What follows belongs to an exercise in optimizing a design on an open flow for small area and a short achievable clock period; a production flow would make more cautious choices.
The RTL of this run was laid out without a check of its function.

[flow/flow/run.sh]
#!/bin/bash
# Own flow: the standard layout (standard.sh, run whole and unchanged:
# synthesis with the standard flow's synthesis script, floorplan, power grid, tap cells,
# placement, CTS and routing) with two settings passed through the environment:
#  - the port buffers that global placement inserts on every input and output
#    are sky130_fd_sc_hd__buf_2 cells instead of the default delay-cell buffers;
#  - timing repair (repair_timing in floorplan, CTS and global route) aims for a
#    setup slack of 25 ns at the design's 36 ns clock, so it sizes up the
#    slowest paths; the clock period and constraints are the design's.
# make's full output goes to standard.log here; ORFS also keeps each step's own
# log under orfs/logs/.
set -euo pipefail
export BUFFER_PORTS_ARGS="-buffer_cell sky130_fd_sc_hd__buf_2"
export SETUP_SLACK_MARGIN=25
bash standard.sh > standard.log 2>&1
[flow/standard.sh]
#!/bin/bash
# synth_recipe.tcl (not shown) runs the flow's synth.tcl, then flattens the netlist and writes it again
# the make line also repeats each setting of config.mk as NAME=value (left out here)
make -C /OpenROAD-flow-scripts/flow DESIGN_CONFIG=/design/flow/config.mk WORK_HOME=/design/flow/orfs CLKGATE_MAP_FILE= SYNTH_SCRIPT=/design/flow/synth_recipe.tcl "${@:-finish}"
[flow/config.mk]
export PLATFORM = sky130hd
export DESIGN_NAME = Pipeline_1
export DESIGN_NICKNAME = Pipeline_1
export VERILOG_FILES = /design/flow/design.v
export SDC_FILE = /design/flow/constraint.sdc
export NUM_CORES = 4
export LEC_CHECK = 0
export ABC_AREA = 1
export CAP_MARGIN = 20
export CORE_MARGIN = 2
export CORE_UTILIZATION = 60
export CTS_BUF_LIST = sky130_fd_sc_hd__clkbuf_8
export SLEW_MARGIN = 20
export SYNTH_HIERARCHICAL = 1
export SYNTH_MINIMUM_KEEP_SIZE = 0
[flow/constraint.sdc]
create_clock -name core_clock -period 36.0 [get_ports {clk}]
set_input_delay 7.2000 -clock core_clock [delete_from_list [all_inputs] [get_ports {clk}]]
set_output_delay 7.2000 -clock core_clock [all_outputs]
set_load 0.01 [all_outputs]
[flow/design.v]
`timescale 1ns / 1ps
module Pipeline_1(
input clk,rst,
input [7:0]a,b,c,d,
output [7:0]out
    );
  wire nd1 = ~d[0];
  wire nd2 = ~d[1];
  wire nd3 = ~d[2];
  wire nd4 = ~d[3];
  wire nd5 = ~d[4];
  wire nd6 = ~d[5];
  wire nd7 = ~d[6];
  wire nd8 = ~d[7];
  wire g9 = a[0] & b[0];
  wire g10 = a[1] & b[1];
  wire g11 = a[2] & b[2];
  wire g12 = a[3] & b[3];
  wire g13 = a[4] & b[4];
  wire g14 = a[5] & b[5];
  wire g15 = a[6] & b[6];
  wire g16 = a[7] & b[7];
  wire x17 = a[0] ^ b[0];
  wire x18 = a[1] ^ b[1];
  wire x19 = a[2] ^ b[2];
  wire x20 = a[3] ^ b[3];
  wire x21 = a[4] ^ b[4];
  wire x22 = a[5] ^ b[5];
  wire x23 = a[6] ^ b[6];
  wire x24 = a[7] ^ b[7];
  wire G25 = g10 | (x18 & g9);
  wire P26 = x18 & x17;
  wire G27 = g12 | (x20 & g11);
  wire P28 = x20 & x19;
  wire G29 = g11 | (x19 & G25);
  wire P30 = x19 & P26;
  wire G31 = G27 | (P28 & G25);
  wire P32 = P28 & P26;
  wire G33 = g14 | (x22 & g13);
  wire P34 = x22 & x21;
  wire G35 = g16 | (x24 & g15);
  wire P36 = x24 & x23;
  wire G37 = g15 | (x23 & G33);
  wire P38 = x23 & P34;
  wire G39 = G35 | (P36 & G33);
  wire P40 = P36 & P34;
  wire G41 = g13 | (x21 & G31);
  wire P42 = x21 & P32;
  wire G43 = G33 | (P34 & G31);
  wire P44 = P34 & P32;
  wire G45 = G37 | (P38 & G31);
  wire P46 = P38 & P32;
  wire G47 = G39 | (P40 & G31);
  wire P48 = P40 & P32;
  wire s49 = x18 ^ g9;
  wire s50 = x19 ^ G25;
  wire s51 = x20 ^ G29;
  wire s52 = x21 ^ G31;
  wire s53 = x22 ^ G41;
  wire s54 = x23 ^ G43;
  wire s55 = x24 ^ G45;
  wire g56 = c[0] & nd1;
  wire g57 = c[1] & nd2;
  wire g58 = c[2] & nd3;
  wire g59 = c[3] & nd4;
  wire g60 = c[4] & nd5;
  wire g61 = c[5] & nd6;
  wire g62 = c[6] & nd7;
  wire g63 = c[7] & nd8;
  wire x64 = c[0] ^ nd1;
  wire x65 = c[1] ^ nd2;
  wire x66 = c[2] ^ nd3;
  wire x67 = c[3] ^ nd4;
  wire x68 = c[4] ^ nd5;
  wire x69 = c[5] ^ nd6;
  wire x70 = c[6] ^ nd7;
  wire x71 = c[7] ^ nd8;
  wire g72 = c[0] | nd1;
  wire G73 = g57 | (x65 & g72);
  wire P74 = x65 & x64;
  wire G75 = g59 | (x67 & g58);
  wire P76 = x67 & x66;
  wire G77 = g58 | (x66 & G73);
  wire P78 = x66 & P74;
  wire G79 = G75 | (P76 & G73);
  wire P80 = P76 & P74;
  wire G81 = g61 | (x69 & g60);
  wire P82 = x69 & x68;
  wire G83 = g63 | (x71 & g62);
  wire P84 = x71 & x70;
  wire G85 = g62 | (x70 & G81);
  wire P86 = x70 & P82;
  wire G87 = G83 | (P84 & G81);
  wire P88 = P84 & P82;
  wire G89 = g60 | (x68 & G79);
  wire P90 = x68 & P80;
  wire G91 = G81 | (P82 & G79);
  wire P92 = P82 & P80;
  wire G93 = G85 | (P86 & G79);
  wire P94 = P86 & P80;
  wire G95 = G87 | (P88 & G79);
  wire P96 = P88 & P80;
  wire s97 = ~x64;
  wire s98 = x65 ^ g72;
  wire s99 = x66 ^ G73;
  wire s100 = x67 ^ G77;
  wire s101 = x68 ^ G79;
  wire s102 = x69 ^ G89;
  wire s103 = x70 ^ G91;
  wire s104 = x71 ^ G93;
  reg [7:0] R1_s, R1_t, R1_d;
  reg R1_v;
  always @(posedge clk) begin
    R1_s <= {s55, s54, s53, s52, s51, s50, s49, x17};
    R1_t <= {s104, s103, s102, s101, s100, s99, s98, s97};
    R1_d <= d;
    R1_v <= ~rst & (|d);
  end
  wire pp105 = R1_s[0] & R1_t[0];
  wire pp106 = R1_s[1] & R1_t[0];
  wire pp107 = R1_s[2] & R1_t[0];
  wire pp108 = R1_s[3] & R1_t[0];
  wire pp109 = R1_s[4] & R1_t[0];
  wire pp110 = R1_s[5] & R1_t[0];
  wire pp111 = R1_s[6] & R1_t[0];
  wire pp112 = R1_s[7] & R1_t[0];
  wire pp113 = R1_s[0] & R1_t[1];
  wire pp114 = R1_s[1] & R1_t[1];
  wire pp115 = R1_s[2] & R1_t[1];
  wire pp116 = R1_s[3] & R1_t[1];
  wire pp117 = R1_s[4] & R1_t[1];
  wire pp118 = R1_s[5] & R1_t[1];
  wire pp119 = R1_s[6] & R1_t[1];
  wire pp120 = R1_s[7] & R1_t[1];
  wire pp121 = R1_s[0] & R1_t[2];
  wire pp122 = R1_s[1] & R1_t[2];
  wire pp123 = R1_s[2] & R1_t[2];
  wire pp124 = R1_s[3] & R1_t[2];
  wire pp125 = R1_s[4] & R1_t[2];
  wire pp126 = R1_s[5] & R1_t[2];
  wire pp127 = R1_s[6] & R1_t[2];
  wire pp128 = R1_s[7] & R1_t[2];
  wire pp129 = R1_s[0] & R1_t[3];
  wire pp130 = R1_s[1] & R1_t[3];
  wire pp131 = R1_s[2] & R1_t[3];
  wire pp132 = R1_s[3] & R1_t[3];
  wire pp133 = R1_s[4] & R1_t[3];
  wire pp134 = R1_s[5] & R1_t[3];
  wire pp135 = R1_s[6] & R1_t[3];
  wire pp136 = R1_s[7] & R1_t[3];
  wire pp137 = R1_s[0] & R1_t[4];
  wire pp138 = R1_s[1] & R1_t[4];
  wire pp139 = R1_s[2] & R1_t[4];
  wire pp140 = R1_s[3] & R1_t[4];
  wire pp141 = R1_s[4] & R1_t[4];
  wire pp142 = R1_s[5] & R1_t[4];
  wire pp143 = R1_s[6] & R1_t[4];
  wire pp144 = R1_s[7] & R1_t[4];
  wire pp145 = R1_s[0] & R1_t[5];
  wire pp146 = R1_s[1] & R1_t[5];
  wire pp147 = R1_s[2] & R1_t[5];
  wire pp148 = R1_s[3] & R1_t[5];
  wire pp149 = R1_s[4] & R1_t[5];
  wire pp150 = R1_s[5] & R1_t[5];
  wire pp151 = R1_s[6] & R1_t[5];
  wire pp152 = R1_s[7] & R1_t[5];
  wire pp153 = R1_s[0] & R1_t[6];
  wire pp154 = R1_s[1] & R1_t[6];
  wire pp155 = R1_s[2] & R1_t[6];
  wire pp156 = R1_s[3] & R1_t[6];
  wire pp157 = R1_s[4] & R1_t[6];
  wire pp158 = R1_s[5] & R1_t[6];
  wire pp159 = R1_s[6] & R1_t[6];
  wire pp160 = R1_s[7] & R1_t[6];
  wire pp161 = R1_s[0] & R1_t[7];
  wire pp162 = R1_s[1] & R1_t[7];
  wire pp163 = R1_s[2] & R1_t[7];
  wire pp164 = R1_s[3] & R1_t[7];
  wire pp165 = R1_s[4] & R1_t[7];
  wire pp166 = R1_s[5] & R1_t[7];
  wire pp167 = R1_s[6] & R1_t[7];
  wire pp168 = R1_s[7] & R1_t[7];
  wire s169 = pp111 ^ pp118;
  wire c170 = pp111 & pp118;
  wire s171 = pp112 ^ pp119 ^ pp126;
  wire c172 = (pp112 & pp119) | (pp126 & (pp112 ^ pp119));
  wire s173 = pp133 ^ pp140;
  wire c174 = pp133 & pp140;
  wire s175 = pp120 ^ pp127 ^ pp134;
  wire c176 = (pp120 & pp127) | (pp134 & (pp120 ^ pp127));
  wire s177 = pp141 ^ pp148;
  wire c178 = pp141 & pp148;
  wire s179 = pp128 ^ pp135 ^ pp142;
  wire c180 = (pp128 & pp135) | (pp142 & (pp128 ^ pp135));
  wire s181 = pp109 ^ pp116;
  wire c182 = pp109 & pp116;
  wire s183 = pp110 ^ pp117 ^ pp124;
  wire c184 = (pp110 & pp117) | (pp124 & (pp110 ^ pp117));
  wire s185 = pp131 ^ pp138;
  wire c186 = pp131 & pp138;
  wire s187 = pp125 ^ pp132 ^ pp139;
  wire c188 = (pp125 & pp132) | (pp139 & (pp125 ^ pp132));
  wire s189 = pp146 ^ pp153 ^ s169;
  wire c190 = (pp146 & pp153) | (s169 & (pp146 ^ pp153));
  wire s191 = pp147 ^ pp154 ^ pp161;
  wire c192 = (pp147 & pp154) | (pp161 & (pp147 ^ pp154));
  wire s193 = c170 ^ s171 ^ s173;
  wire c194 = (c170 & s171) | (s173 & (c170 ^ s171));
  wire s195 = pp155 ^ pp162 ^ c172;
  wire c196 = (pp155 & pp162) | (c172 & (pp155 ^ pp162));
  wire s197 = c174 ^ s175 ^ s177;
  wire c198 = (c174 & s175) | (s177 & (c174 ^ s175));
  wire s199 = pp149 ^ pp156 ^ pp163;
  wire c200 = (pp149 & pp156) | (pp163 & (pp149 ^ pp156));
  wire s201 = c176 ^ c178 ^ s179;
  wire c202 = (c176 & c178) | (s179 & (c176 ^ c178));
  wire s203 = pp136 ^ pp143 ^ pp150;
  wire c204 = (pp136 & pp143) | (pp150 & (pp136 ^ pp143));
  wire s205 = pp157 ^ pp164 ^ c180;
  wire c206 = (pp157 & pp164) | (c180 & (pp157 ^ pp164));
  wire s207 = pp144 ^ pp151 ^ pp158;
  wire c208 = (pp144 & pp151) | (pp158 & (pp144 ^ pp151));
  wire s209 = pp108 ^ pp115;
  wire c210 = pp108 & pp115;
  wire s211 = pp123 ^ pp130 ^ pp137;
  wire c212 = (pp123 & pp130) | (pp137 & (pp123 ^ pp130));
  wire s213 = pp145 ^ c182 ^ s183;
  wire c214 = (pp145 & c182) | (s183 & (pp145 ^ c182));
  wire s215 = c184 ^ c186 ^ s187;
  wire c216 = (c184 & c186) | (s187 & (c184 ^ c186));
  wire s217 = c188 ^ c190 ^ s191;
  wire c218 = (c188 & c190) | (s191 & (c188 ^ c190));
  wire s219 = c192 ^ c194 ^ s195;
  wire c220 = (c192 & c194) | (s195 & (c192 ^ c194));
  wire s221 = c196 ^ c198 ^ s199;
  wire c222 = (c196 & c198) | (s199 & (c196 ^ c198));
  wire s223 = c200 ^ c202 ^ s203;
  wire c224 = (c200 & c202) | (s203 & (c200 ^ c202));
  wire s225 = pp165 ^ c204 ^ c206;
  wire c226 = (pp165 & c204) | (c206 & (pp165 ^ c204));
  wire s227 = pp152 ^ pp159 ^ pp166;
  wire c228 = (pp152 & pp159) | (pp166 & (pp152 ^ pp159));
  wire s229 = pp107 ^ pp114;
  wire c230 = pp107 & pp114;
  wire s231 = pp122 ^ pp129 ^ s209;
  wire c232 = (pp122 & pp129) | (s209 & (pp122 ^ pp129));
  wire s233 = s181 ^ c210 ^ s211;
  wire c234 = (s181 & c210) | (s211 & (s181 ^ c210));
  wire s235 = s185 ^ c212 ^ s213;
  wire c236 = (s185 & c212) | (s213 & (s185 ^ c212));
  wire s237 = s189 ^ c214 ^ s215;
  wire c238 = (s189 & c214) | (s215 & (s189 ^ c214));
  wire s239 = s193 ^ c216 ^ s217;
  wire c240 = (s193 & c216) | (s217 & (s193 ^ c216));
  wire s241 = s197 ^ c218 ^ s219;
  wire c242 = (s197 & c218) | (s219 & (s197 ^ c218));
  wire s243 = s201 ^ c220 ^ s221;
  wire c244 = (s201 & c220) | (s221 & (s201 ^ c220));
  wire s245 = s205 ^ c222 ^ s223;
  wire c246 = (s205 & c222) | (s223 & (s205 ^ c222));
  wire s247 = s207 ^ c224 ^ s225;
  wire c248 = (s207 & c224) | (s225 & (s207 ^ c224));
  wire s249 = c208 ^ c226 ^ s227;
  wire c250 = (c208 & c226) | (s227 & (c208 ^ c226));
  wire s251 = pp160 ^ pp167 ^ c228;
  wire c252 = (pp160 & pp167) | (c228 & (pp160 ^ pp167));
  wire g253 = pp106 & pp113;
  wire g254 = pp121 & s229;
  wire g255 = c230 & s231;
  wire g256 = c232 & s233;
  wire g257 = c234 & s235;
  wire g258 = c236 & s237;
  wire g259 = c238 & s239;
  wire g260 = c240 & s241;
  wire g261 = c242 & s243;
  wire g262 = c244 & s245;
  wire g263 = c246 & s247;
  wire g264 = c248 & s249;
  wire g265 = c250 & s251;
  wire g266 = pp168 & c252;
  wire x267 = pp106 ^ pp113;
  wire x268 = pp121 ^ s229;
  wire x269 = c230 ^ s231;
  wire x270 = c232 ^ s233;
  wire x271 = c234 ^ s235;
  wire x272 = c236 ^ s237;
  wire x273 = c238 ^ s239;
  wire x274 = c240 ^ s241;
  wire x275 = c242 ^ s243;
  wire x276 = c244 ^ s245;
  wire x277 = c246 ^ s247;
  wire x278 = c248 ^ s249;
  wire x279 = c250 ^ s251;
  wire x280 = pp168 ^ c252;
  wire G281 = g253 | (x267 & 1'b0);
  wire P282 = x267 & pp105;
  wire G283 = g255 | (x269 & g254);
  wire P284 = x269 & x268;
  wire G285 = g254 | (x268 & G281);
  wire P286 = x268 & P282;
  wire G287 = G283 | (P284 & G281);
  wire P288 = P284 & P282;
  wire G289 = g257 | (x271 & g256);
  wire P290 = x271 & x270;
  wire G291 = g259 | (x273 & g258);
  wire P292 = x273 & x272;
  wire G293 = g258 | (x272 & G289);
  wire P294 = x272 & P290;
  wire G295 = G291 | (P292 & G289);
  wire P296 = P292 & P290;
  wire G297 = g256 | (x270 & G287);
  wire P298 = x270 & P288;
  wire G299 = G289 | (P290 & G287);
  wire P300 = P290 & P288;
  wire G301 = G293 | (P294 & G287);
  wire P302 = P294 & P288;
  wire G303 = G295 | (P296 & G287);
  wire P304 = P296 & P288;
  wire G305 = g261 | (x275 & g260);
  wire P306 = x275 & x274;
  wire G307 = g263 | (x277 & g262);
  wire P308 = x277 & x276;
  wire G309 = g262 | (x276 & G305);
  wire P310 = x276 & P306;
  wire G311 = G307 | (P308 & G305);
  wire P312 = P308 & P306;
  wire G313 = g265 | (x279 & g264);
  wire P314 = x279 & x278;
  wire G315 = 1'b0 | (1'b0 & g266);
  wire P316 = 1'b0 & x280;
  wire G317 = g266 | (x280 & G313);
  wire P318 = x280 & P314;
  wire G319 = G315 | (P316 & G313);
  wire P320 = P316 & P314;
  wire G321 = g264 | (x278 & G311);
  wire P322 = x278 & P312;
  wire G323 = G313 | (P314 & G311);
  wire P324 = P314 & P312;
  wire G325 = G317 | (P318 & G311);
  wire P326 = P318 & P312;
  wire G327 = G319 | (P320 & G311);
  wire P328 = P320 & P312;
  wire G329 = g260 | (x274 & G303);
  wire P330 = x274 & P304;
  wire G331 = G305 | (P306 & G303);
  wire P332 = P306 & P304;
  wire G333 = G309 | (P310 & G303);
  wire P334 = P310 & P304;
  wire G335 = G311 | (P312 & G303);
  wire P336 = P312 & P304;
  wire G337 = G321 | (P322 & G303);
  wire P338 = P322 & P304;
  wire G339 = G323 | (P324 & G303);
  wire P340 = P324 & P304;
  wire G341 = G325 | (P326 & G303);
  wire P342 = P326 & P304;
  wire G343 = G327 | (P328 & G303);
  wire P344 = P328 & P304;
  wire ps345 = x267 ^ 1'b0;
  wire ps346 = x268 ^ G281;
  wire ps347 = x269 ^ G285;
  wire ps348 = x270 ^ G287;
  wire ps349 = x271 ^ G297;
  wire ps350 = x272 ^ G299;
  wire ps351 = x273 ^ G301;
  wire ps352 = x274 ^ G303;
  wire ps353 = x275 ^ G329;
  wire ps354 = x276 ^ G331;
  wire ps355 = x277 ^ G333;
  wire ps356 = x278 ^ G335;
  wire ps357 = x279 ^ G337;
  wire ps358 = x280 ^ G339;
  wire ps359 = 1'b0 ^ G341;
  wire [2:0] lv360 = {ps359, ps358, ps357};
  wire [2:0] ld360 = {R1_d[2], R1_d[1], R1_d[0]};
  wire lh360 = ~(R1_d[3] | R1_d[4] | R1_d[5] | R1_d[6] | R1_d[7]);
  reg [2:0] lr360;
  always @* begin
    case ({lv360, ld360})
      6'd8: lr360 = 3'd1;
      6'd10: lr360 = 3'd1;
      6'd11: lr360 = 3'd1;
      6'd12: lr360 = 3'd1;
      6'd13: lr360 = 3'd1;
      6'd14: lr360 = 3'd1;
      6'd15: lr360 = 3'd1;
      6'd16: lr360 = 3'd2;
      6'd19: lr360 = 3'd2;
      6'd20: lr360 = 3'd2;
      6'd21: lr360 = 3'd2;
      6'd22: lr360 = 3'd2;
      6'd23: lr360 = 3'd2;
      6'd24: lr360 = 3'd3;
      6'd26: lr360 = 3'd1;
      6'd28: lr360 = 3'd3;
      6'd29: lr360 = 3'd3;
      6'd30: lr360 = 3'd3;
      6'd31: lr360 = 3'd3;
      6'd32: lr360 = 3'd4;
      6'd35: lr360 = 3'd1;
      6'd37: lr360 = 3'd4;
      6'd38: lr360 = 3'd4;
      6'd39: lr360 = 3'd4;
      6'd40: lr360 = 3'd5;
      6'd42: lr360 = 3'd1;
      6'd43: lr360 = 3'd2;
      6'd44: lr360 = 3'd1;
      6'd46: lr360 = 3'd5;
      6'd47: lr360 = 3'd5;
      6'd48: lr360 = 3'd6;
      6'd52: lr360 = 3'd2;
      6'd53: lr360 = 3'd1;
      6'd55: lr360 = 3'd6;
      6'd56: lr360 = 3'd7;
      6'd58: lr360 = 3'd1;
      6'd59: lr360 = 3'd1;
      6'd60: lr360 = 3'd3;
      6'd61: lr360 = 3'd2;
      6'd62: lr360 = 3'd1;
      default: lr360 = 3'd0;
    endcase
  end
  wire r361 = lh360 ? lr360[0] : lv360[0];
  wire r362 = lh360 ? lr360[1] : lv360[1];
  wire r363 = lh360 ? lr360[2] : lv360[2];
  wire hz364 = ~(R1_d[4] | R1_d[5] | R1_d[6] | R1_d[7]);
  wire b365 = ~ps356 & R1_d[0];
  wire b366 = (r361 ^ R1_d[1]) ? ~r361 : b365;
  wire b367 = (r362 ^ R1_d[2]) ? ~r362 : b366;
  wire b368 = (r363 ^ R1_d[3]) ? ~r363 : b367;
  wire ge369 = ~b368 & hz364;
  wire r370 = ps356 ^ (ge369 & R1_d[0]);
  wire r371 = r361 ^ (ge369 & (R1_d[1] ^ b365));
  wire r372 = r362 ^ (ge369 & (R1_d[2] ^ b366));
  wire r373 = r363 ^ (ge369 & (R1_d[3] ^ b367));
  wire hz374 = ~(R1_d[5] | R1_d[6] | R1_d[7]);
  wire b375 = ~ps355 & R1_d[0];
  wire b376 = (r370 ^ R1_d[1]) ? ~r370 : b375;
  wire b377 = (r371 ^ R1_d[2]) ? ~r371 : b376;
  wire b378 = (r372 ^ R1_d[3]) ? ~r372 : b377;
  wire b379 = (r373 ^ R1_d[4]) ? ~r373 : b378;
  wire ge380 = ~b379 & hz374;
  wire r381 = ps355 ^ (ge380 & R1_d[0]);
  wire r382 = r370 ^ (ge380 & (R1_d[1] ^ b375));
  wire r383 = r371 ^ (ge380 & (R1_d[2] ^ b376));
  wire r384 = r372 ^ (ge380 & (R1_d[3] ^ b377));
  wire r385 = r373 ^ (ge380 & (R1_d[4] ^ b378));
  wire hz386 = ~(R1_d[6] | R1_d[7]);
  wire b387 = ~ps354 & R1_d[0];
  wire b388 = (r381 ^ R1_d[1]) ? ~r381 : b387;
  wire b389 = (r382 ^ R1_d[2]) ? ~r382 : b388;
  wire b390 = (r383 ^ R1_d[3]) ? ~r383 : b389;
  wire b391 = (r384 ^ R1_d[4]) ? ~r384 : b390;
  wire b392 = (r385 ^ R1_d[5]) ? ~r385 : b391;
  wire ge393 = ~b392 & hz386;
  wire r394 = ps354 ^ (ge393 & R1_d[0]);
  wire r395 = r381 ^ (ge393 & (R1_d[1] ^ b387));
  wire r396 = r382 ^ (ge393 & (R1_d[2] ^ b388));
  wire r397 = r383 ^ (ge393 & (R1_d[3] ^ b389));
  wire r398 = r384 ^ (ge393 & (R1_d[4] ^ b390));
  wire r399 = r385 ^ (ge393 & (R1_d[5] ^ b391));
  wire hz400 = ~(R1_d[7]);
  wire b401 = ~ps353 & R1_d[0];
  wire b402 = (r394 ^ R1_d[1]) ? ~r394 : b401;
  wire b403 = (r395 ^ R1_d[2]) ? ~r395 : b402;
  wire b404 = (r396 ^ R1_d[3]) ? ~r396 : b403;
  wire b405 = (r397 ^ R1_d[4]) ? ~r397 : b404;
  wire b406 = (r398 ^ R1_d[5]) ? ~r398 : b405;
  wire b407 = (r399 ^ R1_d[6]) ? ~r399 : b406;
  wire ge408 = ~b407 & hz400;
  wire r409 = ps353 ^ (ge408 & R1_d[0]);
  wire r410 = r394 ^ (ge408 & (R1_d[1] ^ b401));
  wire r411 = r395 ^ (ge408 & (R1_d[2] ^ b402));
  wire r412 = r396 ^ (ge408 & (R1_d[3] ^ b403));
  wire r413 = r397 ^ (ge408 & (R1_d[4] ^ b404));
  wire r414 = r398 ^ (ge408 & (R1_d[5] ^ b405));
  wire r415 = r399 ^ (ge408 & (R1_d[6] ^ b406));
  wire b416 = ~ps352 & R1_d[0];
  wire b417 = (r409 ^ R1_d[1]) ? ~r409 : b416;
  wire b418 = (r410 ^ R1_d[2]) ? ~r410 : b417;
  wire b419 = (r411 ^ R1_d[3]) ? ~r411 : b418;
  wire b420 = (r412 ^ R1_d[4]) ? ~r412 : b419;
  wire b421 = (r413 ^ R1_d[5]) ? ~r413 : b420;
  wire b422 = (r414 ^ R1_d[6]) ? ~r414 : b421;
  wire b423 = (r415 ^ R1_d[7]) ? ~r415 : b422;
  wire ge424 = ~b423;
  wire r425 = ps352 ^ (ge424 & R1_d[0]);
  wire r426 = r409 ^ (ge424 & (R1_d[1] ^ b416));
  wire r427 = r410 ^ (ge424 & (R1_d[2] ^ b417));
  wire r428 = r411 ^ (ge424 & (R1_d[3] ^ b418));
  wire r429 = r412 ^ (ge424 & (R1_d[4] ^ b419));
  wire r430 = r413 ^ (ge424 & (R1_d[5] ^ b420));
  wire r431 = r414 ^ (ge424 & (R1_d[6] ^ b421));
  wire r432 = r415 ^ (ge424 & (R1_d[7] ^ b422));
  wire b433 = ~ps351 & R1_d[0];
  wire b434 = (r425 ^ R1_d[1]) ? ~r425 : b433;
  wire b435 = (r426 ^ R1_d[2]) ? ~r426 : b434;
  wire b436 = (r427 ^ R1_d[3]) ? ~r427 : b435;
  wire b437 = (r428 ^ R1_d[4]) ? ~r428 : b436;
  wire b438 = (r429 ^ R1_d[5]) ? ~r429 : b437;
  wire b439 = (r430 ^ R1_d[6]) ? ~r430 : b438;
  wire b440 = (r431 ^ R1_d[7]) ? ~r431 : b439;
  wire ge441 = r432 | ~b440;
  wire r442 = ps351 ^ (ge441 & R1_d[0]);
  wire r443 = r425 ^ (ge441 & (R1_d[1] ^ b433));
  wire r444 = r426 ^ (ge441 & (R1_d[2] ^ b434));
  wire r445 = r427 ^ (ge441 & (R1_d[3] ^ b435));
  wire r446 = r428 ^ (ge441 & (R1_d[4] ^ b436));
  wire r447 = r429 ^ (ge441 & (R1_d[5] ^ b437));
  wire r448 = r430 ^ (ge441 & (R1_d[6] ^ b438));
  wire r449 = r431 ^ (ge441 & (R1_d[7] ^ b439));
  reg [6:0] R2_p;
  reg [7:0] R2_r;
  reg [0:0] R2_q;
  reg [7:0] R2_d;
  reg R2_v;
  always @(posedge clk) begin
    R2_p <= {ps350, ps349, ps348, ps347, ps346, ps345, pp105};
    R2_r <= {r449, r448, r447, r446, r445, r444, r443, r442};
    R2_q <= {ge441};
    R2_d <= {R1_d[7], R1_d[6], R1_d[5], R1_d[4], R1_d[3], R1_d[2], R1_d[1], R1_d[0]};
    R2_v <= ~rst & R1_v;
  end
  wire b450 = ~R2_p[6] & R2_d[0];
  wire b451 = (R2_r[0] ^ R2_d[1]) ? ~R2_r[0] : b450;
  wire b452 = (R2_r[1] ^ R2_d[2]) ? ~R2_r[1] : b451;
  wire b453 = (R2_r[2] ^ R2_d[3]) ? ~R2_r[2] : b452;
  wire b454 = (R2_r[3] ^ R2_d[4]) ? ~R2_r[3] : b453;
  wire b455 = (R2_r[4] ^ R2_d[5]) ? ~R2_r[4] : b454;
  wire b456 = (R2_r[5] ^ R2_d[6]) ? ~R2_r[5] : b455;
  wire b457 = (R2_r[6] ^ R2_d[7]) ? ~R2_r[6] : b456;
  wire ge458 = R2_r[7] | ~b457;
  wire r459 = R2_p[6] ^ (ge458 & R2_d[0]);
  wire r460 = R2_r[0] ^ (ge458 & (R2_d[1] ^ b450));
  wire r461 = R2_r[1] ^ (ge458 & (R2_d[2] ^ b451));
  wire r462 = R2_r[2] ^ (ge458 & (R2_d[3] ^ b452));
  wire r463 = R2_r[3] ^ (ge458 & (R2_d[4] ^ b453));
  wire r464 = R2_r[4] ^ (ge458 & (R2_d[5] ^ b454));
  wire r465 = R2_r[5] ^ (ge458 & (R2_d[6] ^ b455));
  wire r466 = R2_r[6] ^ (ge458 & (R2_d[7] ^ b456));
  wire b467 = ~R2_p[5] & R2_d[0];
  wire b468 = (r459 ^ R2_d[1]) ? ~r459 : b467;
  wire b469 = (r460 ^ R2_d[2]) ? ~r460 : b468;
  wire b470 = (r461 ^ R2_d[3]) ? ~r461 : b469;
  wire b471 = (r462 ^ R2_d[4]) ? ~r462 : b470;
  wire b472 = (r463 ^ R2_d[5]) ? ~r463 : b471;
  wire b473 = (r464 ^ R2_d[6]) ? ~r464 : b472;
  wire b474 = (r465 ^ R2_d[7]) ? ~r465 : b473;
  wire ge475 = r466 | ~b474;
  wire r476 = R2_p[5] ^ (ge475 & R2_d[0]);
  wire r477 = r459 ^ (ge475 & (R2_d[1] ^ b467));
  wire r478 = r460 ^ (ge475 & (R2_d[2] ^ b468));
  wire r479 = r461 ^ (ge475 & (R2_d[3] ^ b469));
  wire r480 = r462 ^ (ge475 & (R2_d[4] ^ b470));
  wire r481 = r463 ^ (ge475 & (R2_d[5] ^ b471));
  wire r482 = r464 ^ (ge475 & (R2_d[6] ^ b472));
  wire r483 = r465 ^ (ge475 & (R2_d[7] ^ b473));
  wire b484 = ~R2_p[4] & R2_d[0];
  wire b485 = (r476 ^ R2_d[1]) ? ~r476 : b484;
  wire b486 = (r477 ^ R2_d[2]) ? ~r477 : b485;
  wire b487 = (r478 ^ R2_d[3]) ? ~r478 : b486;
  wire b488 = (r479 ^ R2_d[4]) ? ~r479 : b487;
  wire b489 = (r480 ^ R2_d[5]) ? ~r480 : b488;
  wire b490 = (r481 ^ R2_d[6]) ? ~r481 : b489;
  wire b491 = (r482 ^ R2_d[7]) ? ~r482 : b490;
  wire ge492 = r483 | ~b491;
  wire r493 = R2_p[4] ^ (ge492 & R2_d[0]);
  wire r494 = r476 ^ (ge492 & (R2_d[1] ^ b484));
  wire r495 = r477 ^ (ge492 & (R2_d[2] ^ b485));
  wire r496 = r478 ^ (ge492 & (R2_d[3] ^ b486));
  wire r497 = r479 ^ (ge492 & (R2_d[4] ^ b487));
  wire r498 = r480 ^ (ge492 & (R2_d[5] ^ b488));
  wire r499 = r481 ^ (ge492 & (R2_d[6] ^ b489));
  wire r500 = r482 ^ (ge492 & (R2_d[7] ^ b490));
  wire b501 = ~R2_p[3] & R2_d[0];
  wire b502 = (r493 ^ R2_d[1]) ? ~r493 : b501;
  wire b503 = (r494 ^ R2_d[2]) ? ~r494 : b502;
  wire b504 = (r495 ^ R2_d[3]) ? ~r495 : b503;
  wire b505 = (r496 ^ R2_d[4]) ? ~r496 : b504;
  wire b506 = (r497 ^ R2_d[5]) ? ~r497 : b505;
  wire b507 = (r498 ^ R2_d[6]) ? ~r498 : b506;
  wire b508 = (r499 ^ R2_d[7]) ? ~r499 : b507;
  wire ge509 = r500 | ~b508;
  wire r510 = R2_p[3] ^ (ge509 & R2_d[0]);
  wire r511 = r493 ^ (ge509 & (R2_d[1] ^ b501));
  wire r512 = r494 ^ (ge509 & (R2_d[2] ^ b502));
  wire r513 = r495 ^ (ge509 & (R2_d[3] ^ b503));
  wire r514 = r496 ^ (ge509 & (R2_d[4] ^ b504));
  wire r515 = r497 ^ (ge509 & (R2_d[5] ^ b505));
  wire r516 = r498 ^ (ge509 & (R2_d[6] ^ b506));
  wire r517 = r499 ^ (ge509 & (R2_d[7] ^ b507));
  wire b518 = ~R2_p[2] & R2_d[0];
  wire b519 = (r510 ^ R2_d[1]) ? ~r510 : b518;
  wire b520 = (r511 ^ R2_d[2]) ? ~r511 : b519;
  wire b521 = (r512 ^ R2_d[3]) ? ~r512 : b520;
  wire b522 = (r513 ^ R2_d[4]) ? ~r513 : b521;
  wire b523 = (r514 ^ R2_d[5]) ? ~r514 : b522;
  wire b524 = (r515 ^ R2_d[6]) ? ~r515 : b523;
  wire b525 = (r516 ^ R2_d[7]) ? ~r516 : b524;
  wire ge526 = r517 | ~b525;
  wire r527 = R2_p[2] ^ (ge526 & R2_d[0]);
  wire r528 = r510 ^ (ge526 & (R2_d[1] ^ b518));
  wire r529 = r511 ^ (ge526 & (R2_d[2] ^ b519));
  wire r530 = r512 ^ (ge526 & (R2_d[3] ^ b520));
  wire r531 = r513 ^ (ge526 & (R2_d[4] ^ b521));
  wire r532 = r514 ^ (ge526 & (R2_d[5] ^ b522));
  wire r533 = r515 ^ (ge526 & (R2_d[6] ^ b523));
  wire r534 = r516 ^ (ge526 & (R2_d[7] ^ b524));
  wire b535 = ~R2_p[1] & R2_d[0];
  wire b536 = (r527 ^ R2_d[1]) ? ~r527 : b535;
  wire b537 = (r528 ^ R2_d[2]) ? ~r528 : b536;
  wire b538 = (r529 ^ R2_d[3]) ? ~r529 : b537;
  wire b539 = (r530 ^ R2_d[4]) ? ~r530 : b538;
  wire b540 = (r531 ^ R2_d[5]) ? ~r531 : b539;
  wire b541 = (r532 ^ R2_d[6]) ? ~r532 : b540;
  wire b542 = (r533 ^ R2_d[7]) ? ~r533 : b541;
  wire ge543 = r534 | ~b542;
  wire r544 = R2_p[1] ^ (ge543 & R2_d[0]);
  wire r545 = r527 ^ (ge543 & (R2_d[1] ^ b535));
  wire r546 = r528 ^ (ge543 & (R2_d[2] ^ b536));
  wire r547 = r529 ^ (ge543 & (R2_d[3] ^ b537));
  wire r548 = r530 ^ (ge543 & (R2_d[4] ^ b538));
  wire r549 = r531 ^ (ge543 & (R2_d[5] ^ b539));
  wire r550 = r532 ^ (ge543 & (R2_d[6] ^ b540));
  wire r551 = r533 ^ (ge543 & (R2_d[7] ^ b541));
  reg [0:0] R3_p;
  reg [7:0] R3_r;
  reg [6:0] R3_q;
  reg [7:0] R3_d;
  reg R3_v;
  always @(posedge clk) begin
    R3_p <= {R2_p[0]};
    R3_r <= {r551, r550, r549, r548, r547, r546, r545, r544};
    R3_q <= {R2_q[0], ge458, ge475, ge492, ge509, ge526, ge543};
    R3_d <= {R2_d[7], R2_d[6], R2_d[5], R2_d[4], R2_d[3], R2_d[2], R2_d[1], R2_d[0]};
    R3_v <= ~rst & R2_v;
  end
  wire [7:0] seg3_out;
  Pipeline_1_seg3 u_seg3 (
    .p({R3_p[0]}),
    .r({R3_r[7], R3_r[6], R3_r[5], R3_r[4], R3_r[3], R3_r[2], R3_r[1], R3_r[0]}),
    .q({R3_q[6], R3_q[5], R3_q[4], R3_q[3], R3_q[2], R3_q[1], R3_q[0]}),
    .d({R3_d[7], R3_d[6], R3_d[5], R3_d[4], R3_d[3], R3_d[2], R3_d[1], R3_d[0]}),
    .v({R3_v}),
    .o_out(seg3_out)
  );
  assign out = {seg3_out[7], seg3_out[6], seg3_out[5], seg3_out[4], seg3_out[3], seg3_out[2], seg3_out[1], seg3_out[0]};
endmodule
module Pipeline_1_seg3(
  input [0:0] p,
  input [7:0] r,
  input [6:0] q,
  input [7:0] d,
  input [0:0] v,
  output [7:0] o_out
);
  wire b1 = ~p[0] & d[0];
  wire b2 = (r[0] ^ d[1]) ? ~r[0] : b1;
  wire b3 = (r[1] ^ d[2]) ? ~r[1] : b2;
  wire b4 = (r[2] ^ d[3]) ? ~r[2] : b3;
  wire b5 = (r[3] ^ d[4]) ? ~r[3] : b4;
  wire b6 = (r[4] ^ d[5]) ? ~r[4] : b5;
  wire b7 = (r[5] ^ d[6]) ? ~r[5] : b6;
  wire b8 = (r[6] ^ d[7]) ? ~r[6] : b7;
  wire ge9 = r[7] | ~b8;
  wire r10 = p[0] ^ (ge9 & d[0]);
  wire r11 = r[0] ^ (ge9 & (d[1] ^ b1));
  wire r12 = r[1] ^ (ge9 & (d[2] ^ b2));
  wire r13 = r[2] ^ (ge9 & (d[3] ^ b3));
  wire r14 = r[3] ^ (ge9 & (d[4] ^ b4));
  wire r15 = r[4] ^ (ge9 & (d[5] ^ b5));
  wire r16 = r[5] ^ (ge9 & (d[6] ^ b6));
  wire r17 = r[6] ^ (ge9 & (d[7] ^ b7));
  wire o18 = ge9 & v[0];
  wire o19 = q[0] & v[0];
  wire o20 = q[1] & v[0];
  wire o21 = q[2] & v[0];
  wire o22 = q[3] & v[0];
  wire o23 = q[4] & v[0];
  wire o24 = q[5] & v[0];
  wire o25 = q[6] & v[0];
  assign o_out = {o25, o24, o23, o22, o21, o20, o19, o18};
endmodule
==> run summary <==
status=complete, no violations; RSZ-0062 raised after global routing=no; Initial DRT Pass Iterations=5; Remaining DRCs=0; DIE WIDTH=around 130 um; final worst-path cycle share=0.268; Netlist cell types=48; most common cell after layout, fill and taps aside=nand2_1; Cell Area, Synth=8920 um2; GR Overflow Total=0; #FFs+latches synth=75; fmax=roughly 100 MHz; reg-to-reg endpoint=R2_r[0]; CTS tree=built; ys flop type=dfxtp_1; Worst Path Max Fanout=15; HPWL Detailed=14.2 mm; Layout area overhead=3.54%; RR Startpoint=R1_t[3]; IO Count=42; Syn Area/Cell=6.72 um2; total track usage=0.240; Final Setup Violations=0; Hold Buf Count CTS=0; GRT met1 Usage=0.278; hold crit path type=reg2reg; Startpoint Class=register; vias per cell=5.01; GPL Wtd Cong=between 0.9 and 1; Clock transition at path regs=~0.10 ns; CP arrival=approximately 10 ns; Placed Instances=1503; initial DRC count=263; Post-synth EDFFs=0; setup bufs post-CTS=0; post-synthesis async set-or-reset flop share=0; max_cap viols=0; H-tree depth=3; full die area=15900 um2; PortBufs=about 40; TritonCTS buffer count=9; initial antenna violation count=0; Syn. warnings=7; Least-Margin Pin Slew=between 0.7 and 0.8 ns; commonest non-fill, non-tap cells in the layout=nand2_1 (417), inv_1 (233), nand3_1 (133); CP max-delay cell=fa_1; vias in the first global route=7431; clock sinks=75; Worst path max stage delay=roughly 0.55 ns; CP endpoint kind=register; CP Class=reg2reg; worst clock skew=0.0113 ns; Die Ht=126 um; flop2flop setup slack=26.34 ns; crit path from=R1_t[3]; max-slew violations=0; met2 usage=0.460; grt met3 use=0.0336; fin crit period=between 9 and 10 ns; Root Buffer=clkbuf_8; row cnt=44; syn nets=around 1400; slew margin rel.=0.491; Fin. Hold Viols=0; reg2reg path depth=73; fillers=roughly 1500; total number of vias=7607; remaining antenna violation count=0; routed wire length=17.5 mm; layout cell share with drive strength beyond 1=0.133; gr busiest metal=met2; Critical Path RT=between 30 and 40 ns; Core Box Area=about 15000 um2; Mapped Cells=1326; Critical Path Sink=R2_r[0]; largest net degree at the start of global routing=26; ANT cells=0; clock buffer depth=2; post-route insts no fill=1519; global-route wire length before repair=31.8 mm; Initial Util=0.613; TNS Setup=0 ns; fin nets=1448; sequential element share of the synthesized area=0.168; crit-path most repeated cell=nand2_1; CTS resizes=0; DR WL/cell=11.5 um; Worst-Skew Late Latency=0.38 ns
-- per-module statistics from Yosys (local to each module, per instance) --
module           times used  flops+latches
Pipeline_1                1             75
Pipeline_1_seg3           1              0
-- flip-flops by register name (all words and copies together), names as in the netlist --
register  count
R1_d          8
R1_s          8
R1_t          8
R1_v          1
R2_d          8
R2_p          7
R2_q          1
R2_r          8
R2_v          1
R3_d          8
R3_p          1
R3_q          7
R3_r          8
R3_v          1
-- area by class of cell --
type | count | area [um2] | area share
Clock buffer | 9 | 124 | 0.0134
Clock inverter | 7 | 83.8 | 0.00908
Inverter | 244 | 916 | 0.0992
Multi-Input combinational cell | 958 | 6160 | 0.668
Sequential cell | 75 | 1500 | 0.163
Tap cell | 184 | 230 | 0.0249
Timing Repair Buffer | 42 | 213 | 0.0230
-- critical path, delay by kind of cell, from the launching register on --
kind / cells / cell delay (ns)
simple gates: 59 / 5.56
flops: 1 / 0.51
fa+ha+maj: 5 / 2.33
compound gates: 3 / 0.65
xor+xnor: 1 / 0.25
buf+inv: 5 / 0.28
-- worst min path at each step --
stage                          to  depth (start not counted)    start
after global placement       R3_p                          0  R2_p[0]
after floorplan              R3_p                          0  R2_p[0]
final                     R3_q[6]                          0     R2_q
after CTS                 R3_q[6]                          0     R2_q
after global routing         R3_p                          0  R2_p[0]
after detailed placement  R3_q[6]                          0     R2_q
-- synthesized netlist by cell type, types with 17 or more instances --
master | n | area [um2]
inv_1 | 233 | 875
nand3_2 | 48 | 480
ha_1 | 40 | 500
a21oi_1 | 26 | 130
xor2_1 | 74 | 648
nor2_1 | 40 | 150
nand2_1 | 417 | 1570
fa_1 | 44 | 881
nand3_1 | 133 | 666
nand2_2 | 25 | 156
clkbuf_1 | 20 | 75.1
o21ai_0 | 17 | 85.1
dfxtp_1 | 75 | 1500
-- cells by family after synthesis --
logic type,Yosys count,share of synthesized area
and+or+nand+nor,714,0.385
buffers and inverters,293,0.140
adders and majority gates,84,0.155
AOI/OAI and AO/OA,66,0.0428
xor gates and xnor gates,94,0.109
DFF,75,0.168
-- metal layers --
metal | share of wire | wire (um)
met1 | 0.45 | 7810
met2 | 0.51 | 9010
met3 | 0.024 | 420
met4 | 0.015 | 263
met5 | 0 | 0
-- stage by stage --
stage	setup WS (ns)	hold WS (ns)	area [um2]	utilization
global placement	26.54	0.311	9020	0.621
floorplan	27.25	0.310	8920	-
CTS	26.30	0.333	9230	0.635
finish	26.34	0.332	9230	0.635
detailed placement	26.35	0.312	9020	0.621
global route	25.11	0.344	9230	0.635

[separate check: timing with driven ports]
How much do the figures lean on ideal ports? The routed layout below was timed once more, with nothing changed but the port constraints. Step 1: set_driving_cell puts a clkbuf_16 on clk and a buf_2 on each other input, an assumption about the parent block. Step 2 moves the port delays by t, midway between the first and last clock arrival at a register: inputs arrive t later, outputs are due t later. That takes back most of the time a late clock gives input paths. a / b / c = ideal ports / drivers / drivers and shift; a / b = the first two.
t, ns: 0.414
setup WS [ns]: 26.337 / 26.337 / 26.337
worst hold slack (ns): 0.332 / 0.332 / 0.332
latest minus earliest clock arrival (ns): 0.011 / 0.011
After both steps setup and hold are still met in this run. The setup slack of this run moves by 0.000 ns with the drivers and by 0.000 ns with both steps.
